From an optimization exercise on the open Yosys and OpenROAD flow, aimed at small area and a short achievable clock period; shortcuts taken in it are not production practice. The RTL was checked by simulation tests, not by an equivalence proof against the original design. No driver is modelled on the clock port, so clocking that relies on it looks cheaper here than on a real chip. Power and IR drop assume default switching activity.

==> flow/design.v (excerpt) <==
module karatsaub (
    input             clk,
    input             rst,
    input             in_valid,
    input      [31:0] in_a,
    input      [31:0] in_b,
    output            out_valid,
    output reg [63:0] out_c
);
==> flow/config.mk <==
export PLATFORM = sky130hd
export DESIGN_NAME = karatsaub
export DESIGN_NICKNAME = karatsaub
export VERILOG_FILES = /design/flow/design.v
export SDC_FILE = /design/flow/constraint.sdc
export NUM_CORES = 4
export LEC_CHECK = 0
export CAP_MARGIN = 20
export CORE_MARGIN = 2
export CORE_UTILIZATION = 65
export CTS_CLUSTER_DIAMETER = 200
export CTS_CLUSTER_SIZE = 15
export SLEW_MARGIN = 20
export SYNTH_HIERARCHICAL = 1
==> flow/constraint.sdc <==
create_clock -name core_clock -period 10.0 [get_ports {clk}]
set_input_delay 2.0000 -clock core_clock [delete_from_list [all_inputs] [get_ports {clk}]]
set_output_delay 2.0000 -clock core_clock [all_outputs]
set_load 0.01 [all_outputs]
standard.sh (not shown) runs the stock make flow with config.mk's settings and CLKGATE_MAP_FILE= SYNTH_SCRIPT=/design/flow/synth_recipe.tcl, a recipe that flattens the netlist after the stock synthesis.
==> flow/flow/run.sh <==
#!/bin/bash
# Layout flow: the standard synthesis unchanged, then the standard ORFS
# layout steps with timing repair aimed below the clock period (a larger
# setup slack margin), and before CTS the port buffers made plain
# buffers (pre_cts.tcl).  Each step's output goes to its own log.
set -e
bash standard.sh synth > synth.log 2>&1
bash standard.sh SETUP_SLACK_MARGIN=6.95 PRE_CTS_TCL=$PWD/flow/pre_cts.tcl HOOK_IN_BUF=sky130_fd_sc_hd__buf_1 HOOK_OUT_BUF=sky130_fd_sc_hd__buf_2 HOOK_FF_SIZE=1 HOOK_R1_SIZE=4  finish > layout.log 2>&1
==> flow/flow/pre_cts.tcl <==
# Port buffers: plain buffers instead of delay cells; output-stage flops
# optionally one size up (HOOK_FF_SIZE).  Only drive strengths and buffer
# types change.
set block [ord::get_db_block]
foreach bterm [$block getBTerms] {
  set net [$bterm getNet]
  if {$net == "NULL"} continue
  set name [$bterm getName]
  if {$name == "clk"} continue
  if {[$bterm getIoType] == "INPUT"} {
    foreach it [$net getITerms] {
      set inst [$it getInst]
      set m [[$inst getMaster] getName]
      if {[string match "*dlybuf*" $m] || [string match "*dlygate*" $m]} {
        replace_cell [$inst getName] $::env(HOOK_IN_BUF)
      }
    }
  } else {
    foreach it [$net getITerms] {
      if {![$it isOutputSignal]} continue
      set inst [$it getInst]
      replace_cell [$inst getName] $::env(HOOK_OUT_BUF)
      # the flop behind the output buffer
      foreach it2 [$inst getITerms] {
        if {![$it2 isInputSignal]} continue
        set n2 [$it2 getNet]
        foreach it3 [$n2 getITerms] {
          if {![$it3 isOutputSignal]} continue
          set f [$it3 getInst]
          set fm [[$f getMaster] getName]
          if {$::env(HOOK_FF_SIZE) != 1 && [regsub {_1$} $fm "_$::env(HOOK_FF_SIZE)" nm]} {
            if {[string match "*df*" $fm]} { replace_cell [$f getName] $nm }
          }
        }
      }
    }
  }
}
if {[info exists ::env(HOOK_R1_SIZE)] && $::env(HOOK_R1_SIZE) != ""} {
  foreach inst [$block getInsts] {
    set iname [$inst getName]
    if {![string match "r1_*" $iname]} continue
    set m [[$inst getMaster] getName]
    if {![string match "*dfxtp*" $m]} continue
    foreach it [$inst getITerms] {
      if {![$it isOutputSignal]} continue
      set n [$it getNet]
      if {$n == "NULL"} continue
      if {[llength [$n getITerms]] > 17} { replace_cell $iname sky130_fd_sc_hd__dfxtp_$::env(HOOK_R1_SIZE) }
    }
  }
}
Change:
CORE_UTILIZATION = 60   (was 65)
Result: The changed run passed the timing, DRC and antenna checks; utilization drops by 5.1 points; total power went up by 0.88%; final cell count grows by 1.9%; sequential power stays flat; design area hardly moves; setup slack improved by 13 ps; non-clock buffer count came out lower by 3; hold slack hardly moves; synthesized cell count is unchanged; register-to-register slack hardly moves; sequential share of layout area hardly moves.

---

job 2448:
karatsaub again, from the RTL that the note above started with.
export LEC_CHECK = 0
export CAP_MARGIN = 20
export CORE_MARGIN = 2
export CORE_UTILIZATION = 60
export CTS_CLUSTER_DIAMETER = 200
export CTS_CLUSTER_SIZE = 15
export SLEW_MARGIN = 20
export SYNTH_HIERARCHICAL = 1
create_clock -name core_clock -period 10.0 [get_ports {clk}]
==> flow/flow/run.sh <==
#!/bin/bash
# Layout flow: the standard synthesis unchanged, then the standard ORFS
# layout steps with timing repair aimed below the clock period (a larger
# setup slack margin), and before CTS the port buffers made plain
# buffers (pre_cts.tcl).  Each step's output goes to its own log.
set -e
bash standard.sh synth > synth.log 2>&1
bash standard.sh SETUP_SLACK_MARGIN=6.95 PRE_CTS_TCL=$PWD/flow/pre_cts.tcl HOOK_IN_BUF=sky130_fd_sc_hd__buf_1 HOOK_OUT_BUF=sky130_fd_sc_hd__buf_2 HOOK_FF_SIZE=2 HOOK_R1_SIZE=4  finish > layout.log 2>&1
Scripts as last shown in full above: flow/flow/pre_cts.tcl
Having completed the whole flow, job 2448 delivered a layout that passed the timing, DRC and antenna checks.
Relative to job 2448, the following input files were edited for job 721:
# job 2448
export LEC_CHECK = 0
export CAP_MARGIN = 20
export CORE_MARGIN = 2
export CORE_UTILIZATION = 60
export CTS_CLUSTER_DIAMETER = 200
export CTS_CLUSTER_SIZE = 15
export SLEW_MARGIN = 20
export SYNTH_HIERARCHICAL = 1
create_clock -name core_clock -period 10.0 [get_ports {clk}]
# job 721
export LEC_CHECK = 0
export CAP_MARGIN = 20
export CORE_MARGIN = 2
export CORE_UTILIZATION = 60
export CTS_CLUSTER_DIAMETER = 200
export CTS_CLUSTER_SIZE = 15
export SLEW_MARGIN = 20
export SYNTH_HIERARCHICAL = 1
export TNS_END_PERCENT = 50
create_clock -name core_clock -period 10.0 [get_ports {clk}]
--- a/flow/flow/run.sh
+++ b/flow/flow/run.sh
@@ -8 +8 @@
-bash standard.sh SETUP_SLACK_MARGIN=6.95 PRE_CTS_TCL=$PWD/flow/pre_cts.tcl HOOK_IN_BUF=sky130_fd_sc_hd__buf_1 HOOK_OUT_BUF=sky130_fd_sc_hd__buf_2 HOOK_FF_SIZE=2 HOOK_R1_SIZE=4  finish > layout.log 2>&1
+bash standard.sh SETUP_SLACK_MARGIN=6.95 PRE_CTS_TCL=$PWD/flow/pre_cts.tcl HOOK_IN_BUF=sky130_fd_sc_hd__buf_1 HOOK_OUT_BUF=sky130_fd_sc_hd__buf_2 HOOK_FF_SIZE=1 HOOK_R1_SIZE=4  finish > layout.log 2>&1
Job 721: done, clean on timing, DRC and antenna
Measured against each other, job 2448 and job 721 differ in critical path buffer and inverter count, the higher figure coming from job 721.
Of job 2448 and job 721, the higher required time at the worst-slack endpoint belongs to job 721.
In terms of clock group share of total power, job 2448 and job 721 differ only marginally.
Sequential cell area fraction in the yosys report: job 721 vs job 2448 identical
Post-detailed-route via-to-cell ratio essentially unchanged between job 721 and job 2448.

==> what the ideal ports hide <==
How much do the figures lean on ideal ports? The routed layouts below were timed once more, with nothing changed but the port constraints.
Step 1: set_driving_cell puts a clkbuf_16 on clk and a buf_2 on each other input, an assumption about the parent block.
Step 2, shift: input delay + t, output delay - t, t = (earliest + latest rising clock arrival at the registers) / 2. This alone moves slack from input paths to output paths.
a / b / c = ideal ports / drivers / drivers and shift; a / b = the first two.
run | t (ns) | setup slack, ns | hold slack, ns | clock arrival spread, ns | worst data-port slew with drivers (ns)
the first run of note 1 | 0.629 | 6.943 / 6.884 / 6.960 | 0.328 / 0.328 / 0.328 | 0.030 / 0.031 | 0.09
the second run of note 1 | 0.631 | 6.956 / 6.892 / 6.958 | 0.331 / 0.331 / 0.331 | 0.027 / 0.026 | 0.09
job 2448 | 0.630 | 6.928 / 6.865 / 6.974 | 0.330 / 0.330 / 0.330 | 0.031 / 0.030 | 0.08
job 721 | 0.631 | 6.881 / 6.879 / 6.881 | 0.331 / 0.331 / 0.331 | 0.031 / 0.031 | 0.08
After both steps setup and hold are still met in every run listed.
